Context: an optimization exercise on an open-source flow, tuned for small area, a short achievable clock period and few clock cycles. The choices shown serve that exercise and are no tape-out recipe. Only simulation tests tie the RTL to the original design; equivalence was not proved.

==> design.v <==
module BalotelliMulDiv (
  input Clk,
  input Rst,
  input InValid,
  input [3:0] InOp,
  input [63:0] InA,
  input [63:0] InB,
  output InReady,
  output OutValid,
  output [63:0] OutResult
);
  reg SMul;          
  reg SShift;        
  reg SStep1;        
  reg SStep4;        
  reg Rdy;           
  reg First;         
  reg [5:0] BNeg, BOne, BTwo;  
  reg OpW, OpRem;
  reg NegA, NegB, Dz;
  reg [5:0] Cnt;     
  reg [6:0] LzA, LzB;  
  reg TV;            
  reg TW;
  reg OV;
  reg AInv, AZero, BInv, BSelC, BSelD, ACin;
  reg A3SelAlt;
  reg [63:0] X1, S, C, Out;
  reg [64:0] X2, X3;
  assign InReady = Rdy;
  assign OutValid = OV;
  assign OutResult = Out;
  function [6:0] clz64(input [63:0] v);
    reg [1:0] c1 [0:31];
    reg z1 [0:31];
    reg [2:0] c2 [0:15];
    reg z2 [0:15];
    reg [3:0] c3 [0:7];
    reg z3 [0:7];
    reg [4:0] c4 [0:3];
    reg z4 [0:3];
    reg [5:0] c5 [0:1];
    reg z5 [0:1];
    integer i;
    begin
      for (i = 0; i < 32; i = i + 1) begin
        z1[i] = ~(v[2*i+1] | v[2*i]);
        c1[i] = {1'b0, ~v[2*i+1]};
      end
      for (i = 0; i < 16; i = i + 1) begin
        z2[i] = z1[2*i+1] & z1[2*i];
        c2[i] = z1[2*i+1] ? {1'b1, c1[2*i][0]} : {1'b0, c1[2*i+1][0]};
      end
      for (i = 0; i < 8; i = i + 1) begin
        z3[i] = z2[2*i+1] & z2[2*i];
        c3[i] = z2[2*i+1] ? {1'b1, c2[2*i][1:0]} : {1'b0, c2[2*i+1][1:0]};
      end
      for (i = 0; i < 4; i = i + 1) begin
        z4[i] = z3[2*i+1] & z3[2*i];
        c4[i] = z3[2*i+1] ? {1'b1, c3[2*i][2:0]} : {1'b0, c3[2*i+1][2:0]};
      end
      for (i = 0; i < 2; i = i + 1) begin
        z5[i] = z4[2*i+1] & z4[2*i];
        c5[i] = z4[2*i+1] ? {1'b1, c4[2*i][3:0]} : {1'b0, c4[2*i+1][3:0]};
      end
      if (z5[1] & z5[0]) clz64 = 7'd64;
      else clz64 = z5[1] ? {2'b01, c5[0][4:0]} : {2'b00, c5[1][4:0]};
    end
  endfunction
  wire [63:0] AddA = (S ^ {64{AInv}}) & {64{~AZero}};
  wire [63:0] AddB = ((C ^ {64{BInv}}) & {64{BSelC}}) | (X2[63:0] & {64{BSelD}});
  wire [65:0] AddWide = {1'b0, AddA, ACin} + {1'b0, AddB, ACin};
  wire [64:0] AddSum = AddWide[65:1];
  wire [66:0] Sub2Wide = {2'b00, S, ~NegB} + {1'b0, X2[63:0], ~NegB, ~NegB};
  wire [65:0] Sub2 = Sub2Wide[66:1];
  wire [64:0] A3 = A3SelAlt ? (SStep1 ? {2'b11, X2[64:2]} : {1'b0, X1}) : {1'b0, S};
  wire [64:0] B3 = SStep1 ? {1'b1, X2[64:2], ~NegB} : (X3 & {65{~SShift}});
  wire C3In = SShift ? NegA : ~NegB;
  wire [66:0] Add3Wide = {1'b0, A3, C3In} + {1'b0, B3, C3In};
  wire [65:0] Add3 = Add3Wide[66:1];
  wire Ge1 = AddSum[64] & X2[64];
  wire Ge2 = Sub2[65];
  wire Ge3 = Add3[65];
  wire Q1 = SStep4 & (Ge3 | Ge2);
  wire Q0 = SStep4 ? (Ge3 | (Ge1 & ~Ge2)) : Ge1;
  wire [63:0] Qm = X2[63:0];
  wire [12:0] BNextBits = Rdy ? {InBExt[11:0], 1'b0} : {Qm[23:11]};
  wire [5:0] Ng = BNeg;
  wire [63:0] PP [0:5];
  genvar k;
  generate
    for (k = 0; k < 6; k = k + 1) begin : g_pp
      wire [2:0] bd = BNextBits[2*k+2:2*k];
      wire [63:0] m = X1 << (2*k);
      always @(posedge Clk) begin
        BNeg[k] <= bd[2] & ~(bd[1] & bd[0]);
        BOne[k] <= bd[1] ^ bd[0];
        BTwo[k] <= (bd[2] & ~bd[1] & ~bd[0]) | (~bd[2] & bd[1] & bd[0]);
      end
      assign PP[k] = (({64{BOne[k]}} & m) | ({64{BTwo[k]}} & {m[62:0], 1'b0})) ^ {64{BNeg[k]}};
    end
  endgenerate
  wire [63:0] S0 = First ? 64'h0 : S;
  wire [63:0] C0 = First ? 64'h0 : C;
  function [127:0] csa(input [63:0] x, input [63:0] y, input [63:0] z, input n);
    reg [63:0] m;
    begin
      m = (x & y) | (x & z) | (y & z);
      csa = {x ^ y ^ z, m[62:0], n};
    end
  endfunction
  wire [127:0] Ra = csa(PP[0], PP[1], PP[2], Ng[0]);
  wire [127:0] Rb = csa(PP[3], PP[4], PP[5], Ng[1]);
  wire [127:0] Rd = csa(Ra[127:64], Ra[63:0], Rb[127:64], Ng[2]);
  wire [127:0] Re = csa(Rb[63:0], S0, C0, Ng[3]);
  wire [127:0] Rf = csa(Rd[127:64], Rd[63:0], Re[127:64], Ng[4]);
  wire [127:0] Rh = csa(Rf[127:64], Rf[63:0], Re[63:0], Ng[5]);
  wire [63:0] S2 = Rh[127:64];
  wire [63:0] C2 = Rh[63:0];
  wire MulLastNext = (&Qm[63:23]) | ~(|Qm[63:23]);
  wire [63:0] QmNext = {{12{Qm[63]}}, Qm[63:12]};
  wire MulLastIn = (&InB[63:11]) | ~(|InB[63:11]) |
                   (InOp[3] & ((&InB[31:11]) | ~(|InB[31:11])));
  wire InSg = ~InOp[0] | ~InOp[2];
  wire [63:0] InAExt = InOp[3] ? {{32{InSg & InA[31]}}, InA[31:0]} : InA;
  wire [63:0] InBExt = InOp[3] ? {{32{InSg & InB[31]}}, InB[31:0]} : InB;
  wire InNegA = InOp[2] & ~InOp[0] & (InOp[3] ? InA[31] : InA[63]);
  wire InNegB = InOp[2] & ~InOp[0] & (InOp[3] ? InB[31] : InB[63]);
  wire [63:0] InV = InAExt ^ {64{InNegA}};
  wire [63:0] PVLen = InNegA ? {InV[62:0], 1'b1} : InV;
  wire [63:0] InX2 = InBExt ^ {64{InNegB ^ InOp[2]}};
  wire [63:0] PY = ~InX2;
  wire PDz = ~(|PY) & ~InNegB;
  wire [7:0] PJ = {1'b0, LzB} - {1'b0, LzA};
  wire PSkip = PJ[7] | Dz;
  wire [5:0] Half = PJ[6:1] + {5'b0, PJ[0]};
  wire NB = ~NegB;
  reg [64:0] Sh;
  always @(*) begin
    Sh = X2;
    if (PJ[0]) Sh = {Sh[62:0], {2{NB}}};
    if (PJ[1]) Sh = {Sh[62:0], {2{NB}}};
    if (PJ[2]) Sh = {Sh[60:0], {4{NB}}};
    if (PJ[3]) Sh = {Sh[56:0], {8{NB}}};
    if (PJ[4]) Sh = {Sh[48:0], {16{NB}}};
    if (PJ[5]) Sh = {Sh[32:0], {32{NB}}};
    if (PJ[6]) Sh = {Sh[0], {64{NB}}};
    if (PSkip) Sh = {65{1'b0}};
  end
  wire [63:0] Res = TW ? {{32{AddSum[31]}}, AddSum[31:0]} : AddSum[63:0];
  wire Busy = SMul | SShift | SStep1 | SStep4;
  wire TVNext = Rst & Rdy & Busy;
  wire ShNext = Rdy & InValid & InOp[2];
  wire TNegNext = OpRem ? NegA : (NegA ^ NegB);
  always @(posedge Clk) begin
    if (Rdy) begin
      X1 <= InV;
      X2 <= {InOp[2], InX2};
      NegA <= InNegA;
      NegB <= InNegB;
      Dz <= PDz;
      OpW <= InOp[3];
      OpRem <= InOp[1];
    end else if (SMul) begin
      X1 <= {X1[51:0], 12'h0};
      X2 <= {1'b0, QmNext};
    end else if (SShift) begin
      X2 <= Sh;
    end else begin
      X2 <= {2'b11, X2[64:2]};
    end
    X3 <= SStep1 ? Add3[64:0] : {2'b11, X3[64:2]};
    if (SMul) begin
      S <= S2;
      C <= C2;
    end else begin
      if (SShift | (Q1 & Q0)) S <= Add3[63:0];
      else if (Q1) S <= Sub2[63:0];
      else if (Q0) S <= AddSum[63:0];
      if (SShift) C <= 64'h0;
      else if (SStep4) C <= {C[61:0], Q1, Q0};
      else C <= {C[62:0], Q0};
    end
    Out <= Res;
    First <= Rdy;
    if (Rdy) begin
      LzA <= clz64(PVLen);
      LzB <= clz64(PY);
    end
    if (SShift) begin
      Cnt <= Half;
    end else if (SStep4) begin
      Cnt <= Cnt - 6'd1;
    end
    TW <= OpW;
    AInv <= TVNext & ~SMul & OpRem & TNegNext;
    AZero <= TVNext & ~SMul & ~OpRem;
    BInv <= TVNext & ~SMul & (TNegNext | Dz);
    BSelC <= TVNext & (SMul | ~OpRem);
    BSelD <= ~TVNext;
    ACin <= TVNext ? (~SMul & TNegNext & ~(~OpRem & Dz)) : ~NegB;
    A3SelAlt <= ShNext | (~Rdy & SShift);
    if (!Rst) begin
      SMul <= 1'b0;
      SShift <= 1'b0;
      SStep1 <= 1'b0;
      SStep4 <= 1'b0;
      Rdy <= 1'b1;
      TV <= 1'b0;
      OV <= 1'b0;
    end else begin
      TV <= TVNext;
      OV <= TV;
      if (Rdy) begin
        SMul <= InValid & ~InOp[2];
        SShift <= InValid & InOp[2];
        SStep1 <= 1'b0;
        SStep4 <= 1'b0;
        Rdy <= ~InValid | (~InOp[2] & MulLastIn);
      end else begin
        SShift <= 1'b0;
        SStep1 <= SShift;
        SStep4 <= SStep1 | SStep4;
        if (SMul) Rdy <= MulLastNext;
        else if (SShift) Rdy <= PSkip | (Half == 6'd0);
        else if (SStep1) Rdy <= Cnt == 6'd1;
        else Rdy <= Cnt == 6'd2;
      end
    end
  end
endmodule
==> run.sh <==
#!/bin/bash
# synth_recipe.tcl (not shown) runs the flow's synth.tcl, then flattens the netlist and writes it again
# the make line also repeats each setting of config.mk as NAME=value (left out here)
make -C /OpenROAD-flow-scripts/flow DESIGN_CONFIG=/design/flow/config.mk WORK_HOME=/design/flow/orfs CLKGATE_MAP_FILE= SYNTH_SCRIPT=/design/flow/synth_recipe.tcl finish
==> config.mk <==
export PLATFORM = sky130hd
export DESIGN_NAME = BalotelliMulDiv
export DESIGN_NICKNAME = BalotelliMulDiv
export VERILOG_FILES = /design/flow/design.v
export SDC_FILE = /design/flow/constraint.sdc
export NUM_CORES = 4
export LEC_CHECK = 0
export CAP_MARGIN = 20
export CORE_MARGIN = 2
export CORE_UTILIZATION = 40
export SETUP_SLACK_MARGIN = 3.5
export SLEW_MARGIN = 20
==> constraint.sdc <==
create_clock -name core_clock -period 8.0 [get_ports {Clk}]
set_input_delay 1.6000 -clock core_clock [delete_from_list [all_inputs] [get_ports {Clk}]]
set_output_delay 1.6000 -clock core_clock [all_outputs]
set_load 0.01 [all_outputs]
==> impl_metrics.toml, run 1 <==
[status]
status = "no timing/DRC/antenna violations"

[drt]
drt-initial-drc-count = 8260
dr.pass1.iters = 11
ant_nets = 0
drc = 0
wirelength_mm = 278.0
routed_via_density = 6.479
routedWlPerCell_um = 30.23
vias = 59590

[floorplanning]
dieArea_um2 = 149000
die-width_um = 386
start_util = 0.4020
core_area_um2 = 145200
rows = 140
io_pins = 201
die_y_um = 386

[global_routing]
grt_pass1_wl_mm = 396.0
grt_pass1_vias = 56750
globalRouteTotalUtil = 0.3593
grt_max_degree = 160
grt-ovfl-total = 0
antenna_found_initial = 9

[placement]
io_buffers = 200
place.gp.congestion = 1.018
dpl_cell_area_um2 = 61700
hpwl_mm = 203.3

[yosys]
mappedNetlistNets = 8029
synthFlopType = "dfxtp_1"
yosysSeqAreaShare = 0.1792
synthCells = 7305
synthTopCellsByArea = "fa_1 (13%), dfxtp_1 (9.9%), xnor2_1 (9.6%)"
syn_area_um2 = 58370
yosys_warnings = 21
syn_avg_cell_area_um2 = 7.990
ys_types = 105
synth_edf_count = 155
synth_seq_cells = 445
postSynth.asyncResetShare = 0
synth_top_area_frac = 0.1290
yosysTopAreaCell = "fa_1"

[sta]
tns_ns = 0
worstMarginPinSlew_ns = 1.091
clock_skew_ns = 0.04259
fmax_mhz = 216.7
whs_ns = 0.3511
rsz0062_at_grt = "true"
hold_viol = 0
worst_slew_margin_rel = 0.2671
fin_crit_sh = 0.5767
slew_viol_final = 0
fin_crit_ns = 4.614
setup_viol = 0

[worst_setup_path]
critPathArrivalTime_ns = 5.02
crit_path_start = "SStep1"
cp_max_fo = 8
r2r_start = "SStep1"
cp-start-kind = "register"
cp-end-kind = "register"
critical_path_class = "reg2reg"
required_ns = 8.40

[cts]
tritoncts = "yes"
htreeDepth = 2
cts_hold_buffers = 0
cts.sinks = 445
clockBufferDepth = 3
clock_latency_ns = 0.72
clkSlewWorstSetupHoldPaths_ns = 0.07
cts-root-buf = "clkbuf_16"
numCtsBuffers = 58

[final_layout]
seqCellArea_um2 = 10590
syn_to_final_growth_pct = 15.06
fin_nets = 7951
layout_common_cells = "xnor2_1 (630), nor2_1 (605), a21oi_1 (542)"
final_area_um2 = 67160
n_fill_cell = 14320
layout-drive-gt1-share = 0.1101
multiInputGateArea_um2 = 45130
final_common_cell = "xnor2_1"
utilization = 0.4625

[hold_path]
hold_start = "OpW"
hold_class = "reg2reg"

[flow_run]
maxCapViolCount = 0
synthesized netlist by cell type (17+ instances only):
cell and count:
a2111oi_0 43, a211oi_1 53, a21boi_0 17, a21o_1 138, a21oi_1 568, a221oi_1 22, a22o_1 133, a22oi_1 366
a31oi_1 54, and2_1 29, and3_1 69, buf_1 67, buf_2 34, clkbuf_1 543, dfxtp_1 290, edfxtp_1 155
fa_1 376, ha_1 213, inv_1 438, mux2_2 81, mux2i_1 225, nand2_1 508, nand2b_1 176, nand3_1 110
nand4_1 77, nor2_1 613, nor2b_1 24, nor3_1 102, nor4_1 33, o211ai_1 47, o21a_1 26, o21ai_0 427
o21bai_1 48, o221ai_1 24, o22a_1 22, o22ai_1 64, o31ai_1 26, or3_1 22, xnor2_1 640, xor2_1 146
critical path, stage by stage (launching register included):
cell and delay [ns]:
dfxtp_4 0.47, buf_16 0.16, buf_12 0.14, buf_4 0.12, mux2i_1 0.20, a21oi_1 0.11, ha_1 0.36, nand2_2 0.11
o21bai_2 0.13, o311ai_4 0.14, a211o_4 0.38, a31o_4 0.25, nor4b_4 0.14, or2_4 0.30, a21oi_4 0.29, a21oi_4 0.11
buf_8 0.18, buf_12 0.15, or3_4 0.51
per-stage QoR:
step                setup WS (ns)  std cells
global route                3.338       9194
detailed placement          2.012       8925
finish                      3.386       9198
global placement            2.089       8925
floorplan                   3.501       7305
CTS                         3.461       9135
cell families (layout without fill, tap and decap cells):
kind of cell | count (synthesis) | in the layout | share of synthesized area
AO/OA/AOI/OAI | 2251 | 2256 | 0.2563
XOR/XNOR | 786 | 787 | 0.1179
adder cells (fa/ha/maj) | 589 | 589 | 0.1746
buffers and inverters | 1095 | 1053 | 0.07147
flip-flops | 445 | 445 | 0.1792
multiplexers | 306 | 306 | 0.05421
other | 0 | 4 | 0
AND/OR/NAND/NOR | 1833 | 1841 | 0.1463
registers in the layout, summed over array words and instances, names as in the netlist, 6 cells and up:
| name | cells |
|---|---|
| BNeg | 6 |
| BOne | 6 |
| BTwo | 6 |
| C | 64 |
| Cnt | 6 |
| LzA | 7 |
| LzB | 7 |
| Out | 64 |
| S | 64 |
| X1 | 64 |
| X2 | 65 |
| X3 | 65 |
timing repair:
item,in CTS,in global routing
hold endpoints to repair,0,0
setup buffers,78,52
pin swaps,31,47
gates cloned,22,7
gates resized for setup,200,208
endpoints found under the setup margin,218,211
metal layers:
metal | part of all wire | GRT usage | up-vias | wire (µm)
met2 | 0.41 | 0.5261 | 4058 | 115200
met5 | 0.00024 | 0 | - | 68
li1 | - | - | 25740 | -
met4 | 0.059 | 0.1696 | 10 | 16280
met3 | 0.12 | 0.1006 | 729 | 34030
met1 | 0.40 | 0.4855 | 29060 | 112400
worst paths after layout:
kind                              to  slack [ns]  depth (start not counted)
worst max-delay path            S[6]        3.39                         18
worst max register to register  S[6]        3.39                         18
worst min register to register    TW        0.35                          0
worst min-delay path              TW        0.35                          0
layout make-up:
type / instances / area share
Multi-Input combinational cell: 5779 / 0.6720
Sequential cell: 445 / 0.1577
Timing Repair Buffer: 497 / 0.07864
Tap cell: 1917 / 0.03571
Inverter: 445 / 0.02569
Clock buffer: 73 / 0.02461
Clock inverter: 37 / 0.005403
Antenna cell: 4 / 0.0001490
Timing Repair inverter: 1 / 0.00007452
Testbench counts, summed over its fixed seeds: cycles 14,539.
==> inputs of run 2 (changes only) <==
--- a/config.mk
+++ b/config.mk
@@ -9,4 +9,4 @@
 export CORE_MARGIN = 2
 export CORE_UTILIZATION = 40
-export SETUP_SLACK_MARGIN = 3.5
+export SETUP_SLACK_MARGIN = 3.25
 export SLEW_MARGIN = 20
==> run 2 against run 1 <==
- utilization fell by 1.4 points
- largest cell class unchanged
- critical path type unchanged
- critical path depth down 2
- non-clock buffer count is 84 lower
- sequential share of layout area is 0.43 points higher
==> impl_metrics.toml, run 2 <==
[floorplanning]
rows = 140
io_pins = 201
die-width_um = 386
core_area_um2 = 145200
dieArea_um2 = 149000
die_y_um = 386
start_util = 0.4020

[final_layout]
layout_common_cells = "xnor2_1 (633), nor2_1 (610), a21oi_1 (559)"
largestRegisters = "X2: 65 flops, X3: 65 flops"
fin_nets = 7864
stdcell_count = 9108
syn_to_final_growth_pct = 11.56
final_common_cell = "xnor2_1"
layout-drive-gt1-share = 0.08206

[drt]
ant_nets = 0
vias = 58740
routed_via_density = 6.449
dr.pass1.iters = 6
wirelength_mm = 272.5
drc = 0
routedWlPerCell_um = 29.92
drt-initial-drc-count = 7941

[yosys]
yosysSeqAreaShare = 0.1792
yosysTopAreaCell = "fa_1"
synthCells = 7305
synthFlopType = "dfxtp_1"
yosys_warnings = 21
synth_seq_cells = 445
ys_types = 105
synth_top_area_frac = 0.1290
syn_area_um2 = 58370
syn_avg_cell_area_um2 = 7.990
synth_commonest_cells = "xnor2_1 (640), nor2_1 (613), a21oi_1 (568), clkbuf_1 (543), nand2_1 (508)"
synthTopCellsByArea = "fa_1 (13%), dfxtp_1 (9.9%), xnor2_1 (9.6%)"
yosysMostFrequentCell = "xnor2_1"
mappedNetlistNets = 8029
postSynth.asyncResetShare = 0
synth_edf_count = 155

[worst_setup_path]
r2r-end = "S[61]"
crit_slowest_cell = "xor2_1"
critPathArrivalTime_ns = 5.21
required_ns = 8.43
ff2ff_setup_slack_ns = 3.22
critical_path_class = "reg2reg"
cp_max_fo = 22
path_delay_family = "compound AO/OA/AOI/OAI gates"
max_stage_delay_ns = 0.46
cp-start-kind = "register"
r2r_start = "BInv"
reg2reg_depth = 16
cp-end-kind = "register"
crit_top_cell = "a21o_1"
crit_chain = "buf_12 -> buf_6 -> xor2_1 -> a22o_1 -> ha_1 -> a21o_1 -> a21o_1 -> a21o_1 -> a2111oi_0 -> nor3_1 -> a2111o_1 -> a31oi_1 -> o21ai_0 -> a21oi_1 -> xor2_1 -> a211oi_1"
path_buf_inv = 2

[hold_path]
hold_start = "OpW"
hold_class = "reg2reg"
holdPathEnd = "TW"
holdPathStages = 0

[sta]
fmax_mhz = 209.0
rsz0062_at_grt = "true"
worstMarginPinSlew_ns = 1.116
fin_crit_sh = 0.5980
tns_ns = 0
fin_crit_ns = 4.784
clock_skew_ns = 0.04008
hold_viol = 0
slew_viol_final = 0
worst_slew_margin_rel = 0.2504
whs_ns = 0.3441
setup_viol = 0

[global_routing]
grt-ovfl-total = 0
globalRouteTotalUtil = 0.3497
grt_max_degree = 97
grt_pass1_vias = 55660
grt_pass1_wl_mm = 385.6
antenna_found_initial = 7

[cts]
htreeDepth = 2
clock_latency_ns = 0.72
clkSlewWorstSetupHoldPaths_ns = 0.06
numCtsBuffers = 60
cts-root-buf = "clkbuf_16"
clockBufferDepth = 3
cts.sinks = 445
tritoncts = "yes"

[status]
status = "no timing/DRC/antenna violations"

[placement]
place.gp.congestion = 1.012
dp_cells = 8938
hpwl_mm = 205.2
io_buffers = 200

[flow_run]
maxCapViolCount = 0
## run 2: area by class of cell
cell class / count / area [µm²]
diodes: 1 / 2.502
clock buffers: 73 / 1592
flip-flops and latches: 445 / 10550
well taps: 1917 / 2399
fillers: 14450 / 80100
clock inverters: 39 / 402.9
repair buffers: 413 / 4083
repair inverters: 1 / 5.005
inverters: 445 / 1699
multi-input cells: 5774 / 44380
## run 2: layer usage
layer	GRT usage	part of all wire
met2	0.5073	0.41
met3	0.08514	0.12
met5	0	0.00030
met4	0.1593	0.058
met1	0.4867	0.41
## run 2: how the worst max path moves through the flow
| stage | start | to | slack (ns) | cells after the start |
|---|---|---|---|---|
| floorplan | SStep1 | S[0] | 3.31 | 17 |
| global placement | SStep1 | S[13] | 1.73 | 16 |
| detailed placement | SStep1 | S[11] | 1.95 | 16 |
| CTS | InOp[3] | LzB[1] | 3.22 | 13 |
| global route | BInv | S[61] | 3.18 | 16 |
| finish | BInv | S[61] | 3.22 | 16 |
## run 2: cells by family (layout without fill, tap and decap cells)
group / count (synthesis) / in the layout / synth area share
compound gates: 2251 / 2253 / 0.2563
simple gates: 1833 / 1839 / 0.1463
buf+inv: 1095 / 971 / 0.07147
xor+xnor: 786 / 787 / 0.1179
fa+ha+maj: 589 / 589 / 0.1746
flops: 445 / 445 / 0.1792
mux: 306 / 306 / 0.05421
other cells: 0 / 1 / 0
## run 2: stage by stage
stage                     utilization  worst slack (ns)  instance area, µm²
after global routing           0.4484             3.182               65110
after global placement         0.4255             1.727               61790
after detailed placement       0.4256             1.948               61810
final                          0.4484             3.216               65120
after CTS                      0.4431             3.219               64350
after floorplan                     -             3.305               58390
## run 2: repair_timing
action	4_1_cts	5_1_grt
gates resized for setup	61	100
setup buffers	20	23
endpoints found under the setup margin	225	212
gates cloned	7	7
pin swaps	5	11
hold buffers	0	0
==> inputs of run 3 (changes only) <==
--- a/design.v
+++ b/design.v
@@ -82,6 +82,9 @@
   wire Ge2 = Sub2[65];
   wire Ge3 = Add3[65];
-  wire Q1 = SStep4 & (Ge3 | Ge2);
+  wire Q1 = SStep4 & Ge2;
   wire Q0 = SStep4 ? (Ge3 | (Ge1 & ~Ge2)) : Ge1;
+  wire T3 = SShift | (SStep4 & Ge3);
+  wire T2 = SStep4 & Ge2;
+  wire [63:0] DivS = T3 ? Add3[63:0] : T2 ? Sub2[63:0] : Ge1 ? AddSum[63:0] : S;
   wire [63:0] Qm = X2[63:0];
   wire [12:0] BNextBits = Rdy ? {InBExt[11:0], 1'b0} : {Qm[23:11]};
@@ -171,11 +174,8 @@
     end
     X3 <= SStep1 ? Add3[64:0] : {2'b11, X3[64:2]};
+    S <= SMul ? S2 : DivS;
     if (SMul) begin
-      S <= S2;
       C <= C2;
     end else begin
-      if (SShift | (Q1 & Q0)) S <= Add3[63:0];
-      else if (Q1) S <= Sub2[63:0];
-      else if (Q0) S <= AddSum[63:0];
       if (SShift) C <= 64'h0;
       else if (SStep4) C <= {C[61:0], Q1, Q0};
--- a/config.mk
+++ b/config.mk
@@ -9,4 +9,4 @@
 export CORE_MARGIN = 2
 export CORE_UTILIZATION = 40
-export SETUP_SLACK_MARGIN = 3.25
+export SETUP_SLACK_MARGIN = 3.5
 export SLEW_MARGIN = 20
==> run 3 against run 2 <==
- still clean on timing, DRC and antenna
- via count is 1.7% lower
- setup slack gained 0.31 ns
- cell area is essentially flat
- global-route usage down 1.0 points
==> impl_metrics.toml, run 3 <==
[status]
status = "no timing/DRC/antenna violations"

[sta]
rsz0062_at_grt = "true"
fin_crit_ns = 4.473
fmax_mhz = 223.6
worstMarginPinSlew_ns = 1.229
clock_skew_ns = 0.04104
setup_viol = 0
worst_slew_margin_rel = 0.1748
setup_slack_ns = 3.527
slew_viol_final = 0
tns_ns = 0
hold_viol = 0
fin_crit_sh = 0.5591

[floorplanning]
die-width_um = 385.3
rows = 139
io_pins = 201
dieArea_um2 = 148400
start_util = 0.4038
die_y_um = 385.3
core_area_um2 = 144000

[final_layout]
final_common_cell = "a21oi_1"
layout_common_cells = "a21oi_1 (620), xnor2_1 (618), nor2_1 (594)"
stdcell_count = 9085
n_fill_cell = 14450
final_area_um2 = 65180
syn_to_final_growth_pct = 12.07
largestRegisters = "X2: 65 flops, X3: 65 flops"
layout-drive-gt1-share = 0.09349
fin_nets = 7850

[flow_run]
maxCapViolCount = 0

[global_routing]
grt_max_degree = 74
grt_pass1_wl_mm = 375.6
grt_pass1_vias = 54510
globalRouteTotalUtil = 0.3395
antenna_found_initial = 13
grt-ovfl-total = 0

[worst_setup_path]
reg2reg_depth = 16
critical_path_class = "reg2reg"
r2r_start = "SStep1"
cp-start-kind = "register"
path_delay_family = "compound AO/OA/AOI/OAI gates"
crit_slowest_cell = "ha_1"
max_stage_delay_ns = 0.46
critPathArrivalTime_ns = 4.93
crit_path_start = "SStep1"
ff2ff_setup_slack_ns = 3.53
cp-end-kind = "register"
path_buf_inv = 2
cp_max_fo = 33
required_ns = 8.45
r2r-end = "S[62]"
crit_chain = "buf_12 -> buf_16 -> mux2i_1 -> a21oi_1 -> ha_1 -> a21oi_1 -> o21ai_0 -> a211oi_1 -> o211ai_1 -> o211ai_1 -> o31ai_1 -> a31oi_2 -> o21a_1 -> a21oi_1 -> xnor2_2 -> o211ai_1"

[cts]
clockBufferDepth = 3
tritoncts = "yes"
cts_hold_buffers = 0
htreeDepth = 2
numCtsBuffers = 59
clock_latency_ns = 0.72
clkSlewWorstSetupHoldPaths_ns = 0.07
cts-root-buf = "clkbuf_16"
cts.sinks = 445

[hold_path]
holdPathStages = 0
holdPathEnd = "TW"
hold_class = "reg2reg"
hold_start = "OpW"

[placement]
dpl_cell_area_um2 = 61380
dp_cells = 8884
pre_cts_ws_ns = 1.980
hpwl_mm = 197.9
place.gp.congestion = 1.000
io_buffers = 200

[drt]
routed_via_density = 6.357
drt-initial-drc-count = 7475
wirelength_mm = 261.9
vias = 57750
ant_nets = 0
dr.pass1.iters = 7
drc = 0
routedWlPerCell_um = 28.83

[yosys]
yosysTopAreaCell = "fa_1"
yosysSeqAreaShare = 0.1799
ys_types = 100
synthTopCellsByArea = "fa_1 (13%), dfxtp_1 (10%), xnor2_1 (9.4%)"
synthFlopType = "dfxtp_1"
yosys_warnings = 21
yosysMostFrequentCell = "a21oi_1"
syn_area_um2 = 58150
synth_commonest_cells = "a21oi_1 (636), xnor2_1 (626), nor2_1 (599), nand2_1 (505), clkbuf_1 (490)"
synth_edf_count = 155
synthCells = 7280
mappedNetlistNets = 8004
postSynth.asyncResetShare = 0
syn_avg_cell_area_um2 = 7.988
synth_seq_cells = 445
synth_top_area_frac = 0.1294
-- run 3: kinds of logic after synthesis --
kind of cell             Yosys count  share of synthesized area
AND/OR/NAND/NOR                 1797                     0.1436
multiplexers                     353                    0.06343
adder cells (fa/ha/maj)          589                     0.1753
buffers and inverters           1062                    0.06975
flip-flops                       445                     0.1799
AO/OA/AOI/OAI                   2242                     0.2488
XOR/XNOR                         792                     0.1193
-- run 3: timing repair --
item                                    4_1_cts  5_1_grt
pin swaps                                     9       19
buffers inserted                             37       36
resized for setup                           110      165
endpoints found under the setup margin      218      214
cloned                                        5        6
-- run 3: metrics by stage --
step	hold slack [ns]	util
final	0.3466	0.4526
after global routing	0.3661	0.4525
after CTS	0.3517	0.4461
after detailed placement	0.3407	0.4263
after global placement	0.3297	0.4263
after floorplan	0.3233	-
-- run 3: layout make-up --
cell class | count | area (µm²) | area share
antenna | 5 | 12.51 | 0.0001920
clock buffer | 77 | 1627 | 0.02496
clock inverter | 35 | 329.1 | 0.005049
inverter | 428 | 1632 | 0.02503
multi-input combinational | 5775 | 44390 | 0.6811
sequential | 445 | 10570 | 0.1621
tap | 1903 | 2381 | 0.03653
timing repair buffer | 417 | 4240 | 0.06506
-- run 3: worst max-delay path by stage --
stage | to | cells past startpoint | slack (ns)
finish | S[62] | 16 | 3.53
global route | S[63] | 16 | 3.38
CTS | S[1] | 19 | 3.47
detailed placement | LzA[2] | 12 | 1.98
global placement | LzA[2] | 12 | 1.91
floorplan | S[0] | 15 | 3.50
-- run 3: per-layer routing --
metal,GRT usage,part of all wire,up-vias
met4,0.1387,0.048,6
met5,0,0.00061,-
met3,0.08775,0.12,547
met2,0.4911,0.41,3667
li1,-,-,25370
met1,0.4770,0.42,28160
Testbench counts of run 3, summed over its fixed seeds: cycles 14,539.
==> inputs of run 4 (changes only) <==
--- a/config.mk
+++ b/config.mk
@@ -11,2 +11,3 @@
 export SETUP_SLACK_MARGIN = 3.5
 export SLEW_MARGIN = 20
+export TNS_END_PERCENT = 30
==> run 4 against run 3 <==
- cell area is 0.70% lower
- die area is the same
- worst hold slack gained 0.0011 ns
- critical path depth grew 1
- wire length down 0.46%
- final cell count is 0.30% lower
- non-clock buffer count down 27
- sequential share of layout area is 0.11 points higher
- critical endpoint is now S[60]
- largest cell class unchanged
- register-to-register slack worse by 0.11 ns
- still clean
- synthesized cell count unchanged
==> impl_metrics.toml, run 4 <==
[sta]
hold_viol = 0
rsz0062_at_grt = "true"
setup_viol = 0
slew_viol_final = 0
fmax_mhz = 218.0
worst_slew_margin_rel = 0.1620
whs_ns = 0.3476
tns_ns = 0
fin_crit_ns = 4.587
clock_skew_ns = 0.03098
fin_crit_sh = 0.5734
worstMarginPinSlew_ns = 1.252

[floorplanning]
die_y_um = 385.3
core_area_um2 = 144000
rows = 139
start_util = 0.4038
dieArea_um2 = 148400
io_pins = 201
die-width_um = 385.3

[worst_setup_path]
cp-end-kind = "register"
max_stage_delay_ns = 0.41
critPathArrivalTime_ns = 5.03
path_buf_inv = 3
crit_slowest_cell = "ha_1"
crit_top_cell = "a21oi_1"
critical_path_class = "reg2reg"
required_ns = 8.44
path_delay_family = "compound AO/OA/AOI/OAI gates"
crit_chain = "buf_4 -> buf_4 -> bufbuf_16 -> mux2i_1 -> a21oi_1 -> ha_1 -> a21oi_1 -> o21ai_1 -> o21ai_0 -> o211ai_1 -> o211ai_1 -> o31ai_1 -> a31oi_2 -> o21a_1 -> xnor2_1 -> a221o_1 -> a21oi_1"
cp-start-kind = "register"
cp_max_fo = 33

[yosys]
yosysMostFrequentCell = "a21oi_1"
synth_seq_cells = 445
yosysTopAreaCell = "fa_1"
synth_top_area_frac = 0.1294
postSynth.asyncResetShare = 0
syn_area_um2 = 58150
synthTopCellsByArea = "fa_1 (13%), dfxtp_1 (10%), xnor2_1 (9.4%)"
synth_edf_count = 155
ys_types = 100
synthCells = 7280
synth_commonest_cells = "a21oi_1 (636), xnor2_1 (626), nor2_1 (599), nand2_1 (505), clkbuf_1 (490)"
syn_avg_cell_area_um2 = 7.988
mappedNetlistNets = 8004
yosysSeqAreaShare = 0.1799
synthFlopType = "dfxtp_1"
yosys_warnings = 21

[global_routing]
met2_usage = 0.4894
grt_max_degree = 74
use_met3 = 0.08705
use_met1 = 0.4777
grt-ovfl-total = 0
antenna_found_initial = 14
grt.busiest_layer = "met2"
globalRouteTotalUtil = 0.3392
grt_pass1_vias = 54500
grt_pass1_wl_mm = 375.3

[final_layout]
syn_to_final_growth_pct = 11.28
seqCellArea_um2 = 10560
layout_common_cells = "xnor2_1 (620), a21oi_1 (619), nor2_1 (596)"
utilization = 0.4494
largestRegisters = "X2: 65 flops, X3: 65 flops"
multiInputGateArea_um2 = 44220
fin_nets = 7822
n_fill_cell = 14480
final_common_cell = "xnor2_1"
stdcell_count = 9058
layout-drive-gt1-share = 0.08519

[cts]
clkSlewWorstSetupHoldPaths_ns = 0.06
numCtsBuffers = 59
htreeDepth = 2
cts.sinks = 445
cts-root-buf = "clkbuf_16"
tritoncts = "yes"
clock_latency_ns = 0.72
clockBufferDepth = 3

[drt]
routedWlPerCell_um = 28.78
drc = 0
dr.pass1.iters = 8
ant_nets = 0
drt-initial-drc-count = 7647
wirelength_mm = 260.7
vias = 57520
routed_via_density = 6.350

[placement]
hpwl_mm = 197.9
io_buffers = 200
place.gp.congestion = 1.000
dp_cells = 8884

[flow_run]
maxCapViolCount = 0

[status]
status = "no timing/DRC/antenna violations"

[hold_path]
hold_class = "reg2reg"
## run 4: repair_timing
action                                  4_1_cts  5_1_grt
pin swaps                                     8        8
hold buffers                                  0        0
endpoints found under the setup margin      218      218
cloned                                        5        1
setup buffers                                35       15
gates resized for setup                      93      131
## run 4: final cells by class
class	instances	area share
diodes	6	0.0002320
clock inverters	35	0.005085
repair buffers	390	0.06104
well taps	1903	0.03679
flip-flops and latches	445	0.1632
clock buffers	77	0.02513
inverters	428	0.02521
multi-input cells	5774	0.6833
## run 4: path summary, 6_finish.rpt
kind | startpoint | end | slack (ns) | depth (start not counted)
max | SStep1 | S[60] | 3.41 | 17
min | OpW | TW | 0.35 | 0
max reg2reg | SStep1 | S[60] | 3.41 | 17
min reg2reg | OpW | TW | 0.35 | 0
## run 4: through the flow
stage	setup slack [ns]	instance area [µm²]
final	3.413	64720
after global routing	3.332	64700
after CTS	3.120	64180
after detailed placement	1.980	61380
after global placement	1.913	61380
after floorplan	3.502	58200
## run 4: routing by layer
| metal | share of wire | wire length (µm) |
|---|---|---|
| met1 | 0.42 | 110200 |
| met2 | 0.41 | 107100 |
| met3 | 0.12 | 30870 |
| met4 | 0.048 | 12460 |
| met5 | 0.00014 | 36 |
## run 4: cell families (layout without fill, tap and decap cells)
kind of cell | Yosys count | after routing | synth area share
AO/OA/AOI/OAI | 2242 | 2242 | 0.2488
XOR/XNOR | 792 | 792 | 0.1193
adder cells (fa/ha/maj) | 589 | 589 | 0.1753
buffers and inverters | 1062 | 930 | 0.06975
flip-flops | 445 | 445 | 0.1799
multiplexers | 353 | 353 | 0.06343
other | 0 | 6 | 0
AND/OR/NAND/NOR | 1797 | 1798 | 0.1436
==> inputs of run 5 (changes only) <==
--- a/config.mk
+++ b/config.mk
@@ -9,5 +9,5 @@
 export CORE_MARGIN = 2
 export CORE_UTILIZATION = 40
+export GPL_ROUTABILITY_DRIVEN = 0
 export SETUP_SLACK_MARGIN = 3.5
 export SLEW_MARGIN = 20
-export TNS_END_PERCENT = 30
==> run 5 against run 4 <==
- still clean on timing, DRC and antenna
- synthesized area did not move
- synthesized cell count did not move
- non-clock buffer count rose by 26
- final cell count rose by 0.26%
- flip-flop and latch count did not move
- die area did not move
- critical endpoint unchanged
- largest cell class unchanged
==> impl_metrics.toml, run 5 <==
[worst_setup_path]
reg2reg_depth = 18
critical_path_class = "reg2reg"
cp-end-kind = "register"
cp_max_fo = 6
required_ns = 8.44
path_delay_family = "compound AO/OA/AOI/OAI gates"
critPathArrivalTime_ns = 4.93
cp-start-kind = "register"
max_stage_delay_ns = 0.48
crit_chain = "buf_12 -> buf_8 -> buf_16 -> xor2_1 -> a22o_1 -> ha_4 -> a21oi_4 -> o21ai_2 -> a211oi_2 -> nor2_2 -> or3_1 -> o21a_4 -> a2111o_1 -> a311oi_4 -> buf_4 -> xor2_2 -> a221o_1 -> a21oi_1"
path_buf_inv = 4
crit_slowest_cell = "a2111o_1"
cp_num_cells = 18

[final_layout]
final_common_cell = "a21oi_1"
layout_common_cells = "a21oi_1 (621), xnor2_1 (620), nor2_1 (595)"
largestRegisters = "X2: 65 flops, X3: 65 flops"
final_area_um2 = 65300
utilization = 0.4535
layout-drive-gt1-share = 0.09116
fin_nets = 7849
syn_to_final_growth_pct = 12.30

[drt]
drc = 0
vias = 57800
dr.pass1.iters = 7
wirelength_mm = 248.9
drt-initial-drc-count = 9085
routed_via_density = 6.364
ant_nets = 0
routedWlPerCell_um = 27.41

[yosys]
synth_commonest_cells = "a21oi_1 (636), xnor2_1 (626), nor2_1 (599), nand2_1 (505), clkbuf_1 (490)"
yosysMostFrequentCell = "a21oi_1"
syn_avg_cell_area_um2 = 7.988
synth_top_area_frac = 0.1294
syn_area_um2 = 58150
mappedNetlistNets = 8004
synthFlopType = "dfxtp_1"
yosysSeqAreaShare = 0.1799
postSynth.asyncResetShare = 0
synth_edf_count = 155
yosysTopAreaCell = "fa_1"
synthCells = 7280
ys_types = 100
yosys_warnings = 21
synthTopCellsByArea = "fa_1 (13%), dfxtp_1 (10%), xnor2_1 (9.4%)"
synth_seq_cells = 445

[global_routing]
grt-ovfl-total = 0
grt_pass1_wl_mm = 359.2
grt_max_degree = 128
grt_pass1_vias = 53890
globalRouteTotalUtil = 0.3208
antenna_found_initial = 7

[cts]
htreeDepth = 2
clkSlewWorstSetupHoldPaths_ns = 0.06
cts.sinks = 445
cts_hold_buffers = 0
tritoncts = "yes"
clockBufferDepth = 3
clock_latency_ns = 0.72
cts-root-buf = "clkbuf_16"
numCtsBuffers = 57

[floorplanning]
dieArea_um2 = 148400
rows = 139
io_pins = 201
die-width_um = 385.3
die_y_um = 385.3
core_area_um2 = 144000
start_util = 0.4038

[sta]
setup_slack_ns = 3.512
clock_skew_ns = 0.04750
hold_viol = 0
rsz0062_at_grt = "true"
slew_viol_final = 0
fin_crit_sh = 0.5610
worstMarginPinSlew_ns = 1.315
fmax_mhz = 222.8
fin_crit_ns = 4.488
worst_slew_margin_rel = 0.1169
tns_ns = 0
setup_viol = 0

[placement]
dpl_cell_area_um2 = 61270
hpwl_mm = 185.1
pre_cts_ws_ns = 1.943
io_buffers = 200

[flow_run]
maxCapViolCount = 0

[hold_path]
hold_class = "reg2reg"
holdPathStages = 0

[status]
status = "no timing/DRC/antenna violations"
==> run 5: cell types whose count changed in the layout (fill, tap and decap cells not counted), sizes merged, moves of 2 or more <==
cell	delta
clkinvlp	-2
inv	-3
clkinv	+3
buf	+27
bufinv	+4
bufbuf	-3
clkbuf	-5
nand2	+2
==> run 5: repair_timing <==
| item | 4_1_cts | 5_1_grt |
|---|---|---|
| buffers inserted | 33 | 46 |
| setup endpoints to repair | 238 | 178 |
| pin swaps | 10 | 32 |
| cloned | 6 | 9 |
| endpoints found under the hold margin | 0 | 0 |
| gates resized for setup | 89 | 177 |
==> run 5: path summary, 6_finish.rpt <==
check / from / endpoint / slack (ns)
worst min register to register: OpW / TW / 0.34
worst min-delay path: OpW / TW / 0.34
worst max register to register: BInv / S[60] / 3.51
worst max-delay path: BInv / S[60] / 3.51
==> run 5: cells by family (layout without fill, tap and decap cells) <==
logic type | after synthesis | after routing | synth area share
compound gates | 2242 | 2242 | 0.2488
simple gates | 1797 | 1801 | 0.1436
buf+inv | 1062 | 952 | 0.06975
xor+xnor | 792 | 792 | 0.1193
fa+ha+maj | 589 | 589 | 0.1753
flops | 445 | 445 | 0.1799
mux | 353 | 353 | 0.06343
other cells | 0 | 5 | 0
==> run 5: through the flow <==
| step | hold WS [ns] | instances |
|---|---|---|
| after floorplan | 0.3233 | 7280 |
| after global placement | 0.3329 | 8875 |
| after detailed placement | 0.3337 | 8875 |
| after CTS | 0.3488 | 9022 |
| after global routing | 0.3543 | 9077 |
| final | 0.3447 | 9082 |
==> run 5: layout make-up <==
| type | instances | area, µm² |
|---|---|---|
| Fill cell | 14180 | 78700 |
| Tap cell | 1903 | 2381 |
| Clock inverter | 37 | 452.9 |
| Multi-Input combinational cell | 5777 | 44550 |
| Clock buffer | 71 | 1519 |
| Antenna cell | 5 | 12.51 |
| Timing Repair Buffer | 416 | 4200 |
| Inverter | 428 | 1625 |
| Sequential cell | 445 | 10560 |
==> run 5: layer usage <==
layer / routed length [µm] / track usage
met1: 99860 / 0.4340
met2: 102100 / 0.4617
met3: 33820 / 0.1052
met4: 13150 / 0.1436
met5: 46 / 0
==> inputs of run 6 (changes only) <==
--- a/design.v
+++ b/design.v
@@ -25,5 +25,5 @@
   reg OV;
   reg AInv, AZero, BInv, BSelC, BSelD, ACin;
-  reg A3SelAlt;
+  reg A3SelS, A3SelX1, A3SelX2;  
   reg [63:0] X1, S, C, Out;
   reg [64:0] X2, X3;
@@ -74,6 +74,7 @@
   wire [66:0] Sub2Wide = {2'b00, S, ~NegB} + {1'b0, X2[63:0], ~NegB, ~NegB};
   wire [65:0] Sub2 = Sub2Wide[66:1];
-  wire [64:0] A3 = A3SelAlt ? (SStep1 ? {2'b11, X2[64:2]} : {1'b0, X1}) : {1'b0, S};
-  wire [64:0] B3 = SStep1 ? {1'b1, X2[64:2], ~NegB} : (X3 & {65{~SShift}});
+  wire [64:0] A3 = ({1'b0, S} & {65{A3SelS}}) | ({1'b0, X1} & {65{A3SelX1}}) |
+                   ({2'b11, X2[64:2]} & {65{A3SelX2}});
+  wire [64:0] B3 = ({1'b1, X2[64:2], ~NegB} & {65{A3SelX2}}) | (X3 & {65{A3SelS}});
   wire C3In = SShift ? NegA : ~NegB;
   wire [66:0] Add3Wide = {1'b0, A3, C3In} + {1'b0, B3, C3In};
@@ -200,5 +201,7 @@
     BSelD <= ~TVNext;
     ACin <= TVNext ? (~SMul & TNegNext & ~(~OpRem & Dz)) : ~NegB;
-    A3SelAlt <= ShNext | (~Rdy & SShift);
+    A3SelS <= ~ShNext & ~(~Rdy & SShift);
+    A3SelX1 <= ShNext;
+    A3SelX2 <= ~Rdy & SShift;
     if (!Rst) begin
       SMul <= 1'b0;
--- a/config.mk
+++ b/config.mk
@@ -9,5 +9,4 @@
 export CORE_MARGIN = 2
 export CORE_UTILIZATION = 40
-export GPL_ROUTABILITY_DRIVEN = 0
 export SETUP_SLACK_MARGIN = 3.5
 export SLEW_MARGIN = 20
==> run 6 against run 5 <==
- die area shrank 0.45%
- register-to-register slack lost 0.07 ns
- clock skew shrank 0.0098 ns
- synthesized cell count shrank 1.4%
- final cell count grew 0.63%
- flip-flop and latch count grew 2
- non-clock buffer count grew 140
- critical endpoint is now S[14]
- largest cell class unchanged
==> impl_metrics.toml, run 6 <==
[status]
status = "no timing/DRC/antenna violations"

[worst_setup_path]
reg2reg_depth = 18
r2r_start = "AZero"
critical_path_class = "reg2reg"
crit_path_start = "AZero"
cp_max_fo = 35
cp-end-kind = "register"
ff2ff_setup_slack_ns = 3.45
critPathArrivalTime_ns = 4.95
required_ns = 8.40
cp-start-kind = "register"

[global_routing]
grt_pass1_vias = 57840
grt_max_degree = 145
globalRouteTotalUtil = 0.4118
grt_pass1_wl_mm = 436.0
grt-ovfl-total = 0
antenna_found_initial = 41

[floorplanning]
io_pins = 201
start_util = 0.4030
rows = 139
die-width_um = 384.4
core_area_um2 = 143700
die_y_um = 384.4
dieArea_um2 = 147800

[hold_path]
holdPathStages = 0
hold_start = "OpW"
hold_class = "reg2reg"

[yosys]
postSynth.asyncResetShare = 0
ys_types = 100
synthTopCellsByArea = "fa_1 (13%), dfxtp_1 (10%), xnor2_1 (9.8%)"
synth.area.mux_share = 0.05553
synth_commonest_cells = "xnor2_1 (649), a21oi_1 (574), nor2_1 (533), nand2_1 (509), clkbuf_1 (495)"
synth_seq_cells = 447
synth_top_area_frac = 0.1300
yosys.area_share.simple = 0.1368
syn_avg_cell_area_um2 = 8.068
yosysSeqAreaShare = 0.1814
synthFlopType = "dfxtp_1"
synth_top_family_by_area = "compound AO/OA/AOI/OAI gates"
synthAdderAreaFrac = 0.1761
synthCells = 7175
yosysMostFrequentCell = "xnor2_1"
yosysTopAreaCell = "fa_1"
synthXorXnorAreaFrac = 0.1206
syn_area_um2 = 57890
yosys_warnings = 21
synth_edf_count = 155
mappedNetlistNets = 7899
synth_compound_area_frac = 0.2559

[drt]
drt-initial-drc-count = 8861
routed_via_density = 6.648
wirelength_mm = 318.5
dr.pass1.iters = 28
vias = 60760
ant_nets = 0
drc = 0
routedWlPerCell_um = 34.85

[sta]
clock_skew_ns = 0.03766
slew_viol_final = 0
hold_viol = 0
tns_ns = 0
worstMarginPinSlew_ns = 1.231
fin_crit_sh = 0.5692
worst_slew_margin_rel = 0.1761
setup_viol = 0
fmax_mhz = 219.6
rsz0062_at_grt = "true"
fin_crit_ns = 4.553

[flow_run]
maxCapViolCount = 0

[final_layout]
layout_common_cells = "xnor2_1 (630), a21oi_1 (533), nor2_1 (515)"
largestRegisters = "X2: 65 flops, X3: 65 flops"
stdcell_count = 9139
final_common_cell = "xnor2_1"
layout-drive-gt1-share = 0.1265
syn_to_final_growth_pct = 16.52
fin_nets = 7892

[cts]
clock_latency_ns = 0.72
cts-root-buf = "clkbuf_16"
cts.sinks = 447
numCtsBuffers = 60
htreeDepth = 2
clkSlewWorstSetupHoldPaths_ns = 0.06
clockBufferDepth = 3
tritoncts = "yes"

[placement]
place.gp.congestion = 1.076
hpwl_mm = 232.3
io_buffers = 200
dp_cells = 8830
## run 6: path summary, 6_finish.rpt
path	endpoint
worst min-delay path	TW
worst max-delay path	S[14]
worst max register to register	S[14]
worst min register to register	TW
## run 6: kinds of logic (layout without fill, tap and decap cells)
family	Yosys count	after routing
AOI/OAI and AO/OA	2229	2230
and+or+nand+nor	1701	1707
xor gates and xnor gates	797	797
adders and majority gates	589	589
other	0	16
buffers and inverters	1110	1148
muxes	302	302
DFF	447	447
## run 6: final cells by class
class	instances	area, µm²
Antenna cell	16	40.04
Inverter	477	1819
Timing Repair Buffer	556	5539
Clock buffer	87	1748
Timing Repair inverter	1	8.758
Sequential cell	447	10630
Tap cell	1903	2381
Fill cell	14220	76200
Multi-Input combinational cell	5625	45010
Clock inverter	27	282.8
## run 6: layer usage
metal  track usage  vias to the layer above  part of all wire
met3       0.09222                     1228              0.11
li1              -                    25450                 -
met4        0.3474                       10              0.11
met5             0                        -           0.00020
met2        0.6265                     4166              0.43
met1        0.4939                    29910              0.36
## run 6: what timing repair did
action                     4_1_cts  5_1_grt
buffers inserted               100       67
resized for setup              248      241
cloned                           5        7
hold buffers                     0        0
pin swaps                       44       80
setup endpoints to repair      240      205
## run 6: through the flow
stage                       util  setup slack (ns)  hold WS [ns]  area, µm²
after floorplan                -             3.532        0.3233      57910
after global placement    0.4278             1.779        0.3271      61450
after detailed placement  0.4278             1.764        0.3286      61450
after CTS                 0.4571             3.396        0.3527      65660
after global routing      0.4693             3.374        0.3751      67420
final                     0.4696             3.447        0.3489      67450
## run 6: critical path: stages (launching register included)
cell and delay [ns]:
dfxtp_2 0.35, buf_4 0.41, nor2_1 0.17, ha_4 0.33, nand3_1 0.10, o211ai_1 0.39, a311oi_4 0.21, o22ai_4 0.32
a41oi_4 0.25, buf_6 0.19, o21ai_4 0.23, a21oi_4 0.12, nor3_4 0.21, o221ai_2 0.12, o21ai_1 0.13, o211ai_1 0.16
buf_4 0.20, buf_6 0.16, nand2_8 0.17
Testbench counts of run 6, summed over its fixed seeds: cycles 14,539.
==> inputs of run 7 (changes only) <==
--- a/config.mk
+++ b/config.mk
@@ -9,4 +9,5 @@
 export CORE_MARGIN = 2
 export CORE_UTILIZATION = 40
+export GPL_ROUTABILITY_DRIVEN = 0
 export SETUP_SLACK_MARGIN = 3.5
 export SLEW_MARGIN = 20
==> run 7 against run 6 <==
- still clean
- non-clock buffer count decreased by 88
- wire length decreased by 14%
- setup slack got worse by 0.13 ns
- global-route usage is 6.1 points lower
- final cell count shrank 1.1%
- critical path type unchanged
- critical endpoint is now S[20]
- largest cell class unchanged
==> impl_metrics.toml, run 7 <==
[placement]
pre_cts_ws_ns = 1.818
hpwl_mm = 194.8
io_buffers = 200

[drt]
drt-initial-drc-count = 9630
wirelength_mm = 275.4
routed_via_density = 6.635
drc = 0
ant_nets = 0
routedWlPerCell_um = 30.45
dr.pass1.iters = 31
vias = 60000

[cts]
cts_hold_buffers = 0
tritoncts = "yes"
htreeDepth = 2
clockBufferDepth = 3
clkSlewWorstSetupHoldPaths_ns = 0.08
cts-root-buf = "clkbuf_16"
cts.sinks = 447
clock_latency_ns = 0.73
numCtsBuffers = 54

[global_routing]
antenna_found_initial = 27
grt_pass1_vias = 55300
grt-ovfl-total = 0
globalRouteTotalUtil = 0.3506
grt_pass1_wl_mm = 383.3
grt_max_degree = 154

[yosys]
synth_seq_cells = 447
synth_top_family_by_area = "compound AO/OA/AOI/OAI gates"
synthFlopType = "dfxtp_1"
synth_compound_area_frac = 0.2559
synthCells = 7175
ys_types = 100
synthTopCellsByArea = "fa_1 (13%), dfxtp_1 (10%), xnor2_1 (9.8%)"
yosys.area_share.simple = 0.1368
synth_commonest_cells = "xnor2_1 (649), a21oi_1 (574), nor2_1 (533), nand2_1 (509), clkbuf_1 (495)"
synth_top_area_frac = 0.1300
yosysMostFrequentCell = "xnor2_1"
postSynth.asyncResetShare = 0
yosys_warnings = 21
synthAdderAreaFrac = 0.1761
yosysSeqAreaShare = 0.1814
synthXorXnorAreaFrac = 0.1206
syn_avg_cell_area_um2 = 8.068
synth_edf_count = 155
yosysTopAreaCell = "fa_1"
syn_area_um2 = 57890
synth.area.mux_share = 0.05553
mappedNetlistNets = 7899

[worst_setup_path]
reg2reg_depth = 14
cp_num_cells = 14
path_delay_family = "simple AND/OR/NAND/NOR gates"
path_buf_inv = 3
required_ns = 8.42
critical_path_class = "reg2reg"
crit_chain = "buf_4 -> a22o_1 -> ha_4 -> nand2_1 -> or3_4 -> or4_4 -> nor3_4 -> nor2_4 -> o41ai_4 -> nor3_4 -> buf_6 -> buf_4 -> o21ai_0 -> o21ai_0"
cp-start-kind = "register"
cp_max_fo = 11
crit_slowest_cell = "dfxtp_1"
max_stage_delay_ns = 0.73
cp-end-kind = "register"
critPathArrivalTime_ns = 5.10

[final_layout]
syn_to_final_growth_pct = 13.59
fin_nets = 7800
layout-drive-gt1-share = 0.1035
layout_common_cells = "xnor2_1 (633), a21oi_1 (548), nor2_1 (525)"
final_common_cell = "xnor2_1"
n_fill_cell = 14260
largestRegisters = "X2: 65 flops, X3: 65 flops"
utilization = 0.4577

[sta]
fin_crit_ns = 4.682
hold_viol = 0
rsz0062_at_grt = "true"
fin_crit_sh = 0.5852
fmax_mhz = 213.6
setup_slack_ns = 3.318
clock_skew_ns = 0.05493
worst_slew_margin_rel = 0.1728
slew_viol_final = 0
worstMarginPinSlew_ns = 1.231
setup_viol = 0
tns_ns = 0

[floorplanning]
dieArea_um2 = 147800
start_util = 0.4030
core_area_um2 = 143700
rows = 139
io_pins = 201
die-width_um = 384.4
die_y_um = 384.4

[flow_run]
maxCapViolCount = 0

[hold_path]
hold_class = "reg2reg"
holdPathStages = 0

[status]
status = "no timing/DRC/antenna violations"
==> run 7: changes by cell type in the layout (fill, tap and decap cells not counted), moves of 9 or more <==
cell     delta
buf_6      -21
ha_4       -19
a21oi_1    +15
buf_12     -14
buf_4      -61
nor2_1     +10
ha_1       +22
a21oi_2     -9
==> run 7: per-layer routing <==
layer,vias to the layer above,track usage,share of wire
met2,4624,0.5168,0.42
met1,28780,0.4232,0.35
met5,-,0,0.00058
met3,1288,0.1230,0.14
li1,25290,-,-
met4,18,0.2522,0.093
==> run 7: final cells by class <==
| type | instances | area, µm² | area share |
|---|---|---|---|
| Tap cell | 1903 | 2381 | 0.03621 |
| Clock inverter | 24 | 266.5 | 0.004053 |
| Antenna cell | 17 | 42.54 | 0.0006470 |
| Timing Repair Buffer | 468 | 4668 | 0.07099 |
| Multi-Input combinational cell | 5628 | 44410 | 0.6753 |
| Sequential cell | 447 | 10610 | 0.1613 |
| Inverter | 477 | 1819 | 0.02767 |
| Clock buffer | 78 | 1565 | 0.02380 |
==> run 7: timing repair <==
item,CTS,global route
pin swaps,19,48
endpoints found under the setup margin,234,217
cloned,5,11
resized for setup,139,198
buffers inserted,47,70
==> run 7: worst paths after layout <==
check,slack [ns],start,endpoint
max,3.32,X2[12],S[20]
min,0.35,OpW,TW
max reg2reg,3.32,X2[12],S[20]
min reg2reg,0.35,OpW,TW
==> run 7: kinds of logic (layout without fill, tap and decap cells) <==
group                    Yosys count  after routing
multiplexers                     302            302
flip-flops                       447            447
other                              0             17
XOR/XNOR                         797            797
buffers and inverters           1110           1047
AND/OR/NAND/NOR                 1701           1710
adder cells (fa/ha/maj)          589            589
AO/OA/AOI/OAI                   2229           2230
==> run 7: worst register-to-register path, stage by stage (launching register included) <==
cell and delay [ns]:
dfxtp_1 0.73, buf_4 0.39, a22o_1 0.25, ha_4 0.16, nand2_1 0.10, or3_4 0.41
or4_4 0.51, nor3_4 0.23, nor2_4 0.09, o41ai_4 0.40, nor3_4 0.10, buf_6 0.16
buf_4 0.21, o21ai_0 0.47, o21ai_0 0.14
==> run 7: through the flow <==
step           std cells  hold WS, ns  cell area [µm²]
2_1_floorplan       7175       0.3233            57910
3_3_place_gp        8789       0.3246            61120
3_5_place_dp        8789       0.3329            61130
4_1_cts             8943       0.3489            64090
5_1_grt             9027       0.3613            65720
6_report            9042       0.3472            65760

-- static timing again, ports no longer ideal --
No port has a modelled driver above. Below, the same layouts with a new extraction and two added sets of constraints. Step 1 (the two cells are an assumption about what drives the block):
set clk [get_ports {Clk}]
set_driving_cell -lib_cell sky130_fd_sc_hd__clkbuf_16 $clk
set_driving_cell -lib_cell sky130_fd_sc_hd__buf_2 [delete_from_list [all_inputs] $clk]
Step 2 also shifts input and output timing later by t, the mid clock arrival at the registers, as if the neighbouring blocks saw the same clock. Slacks: ideal / step 1 / step 2; pairs: ideal / step 1.
run	t, ns	setup WS [ns]	worst setup path at the end	clock arrival spread, ns	worst register clock-pin slew, ns
run 1	0.780	3.386 / 3.386 / 2.837	input to register	0.043 / 0.043	0.07 / 0.07
run 2	0.779	3.216 / 3.216 / 2.637	input to register	0.040 / 0.040	0.07 / 0.07
run 3	0.786	3.527 / 3.527 / 2.889	input to register	0.041 / 0.041	0.07 / 0.07
run 4	0.790	3.413 / 3.413 / 2.827	input to register	0.031 / 0.031	0.07 / 0.07
run 5	0.778	3.512 / 3.512 / 2.952	input to register	0.048 / 0.047	0.07 / 0.07
run 6	0.792	3.447 / 3.447 / 2.887	input to register	0.037 / 0.038	0.07 / 0.07
run 7	0.790	3.318 / 3.318 / 2.831	input to register	0.055 / 0.055	0.08 / 0.08
After both steps every run listed still meets setup and hold. For run 3, which loses most, drivers alone change the setup slack by 0.000 ns; drivers and shift together by -0.638 ns.
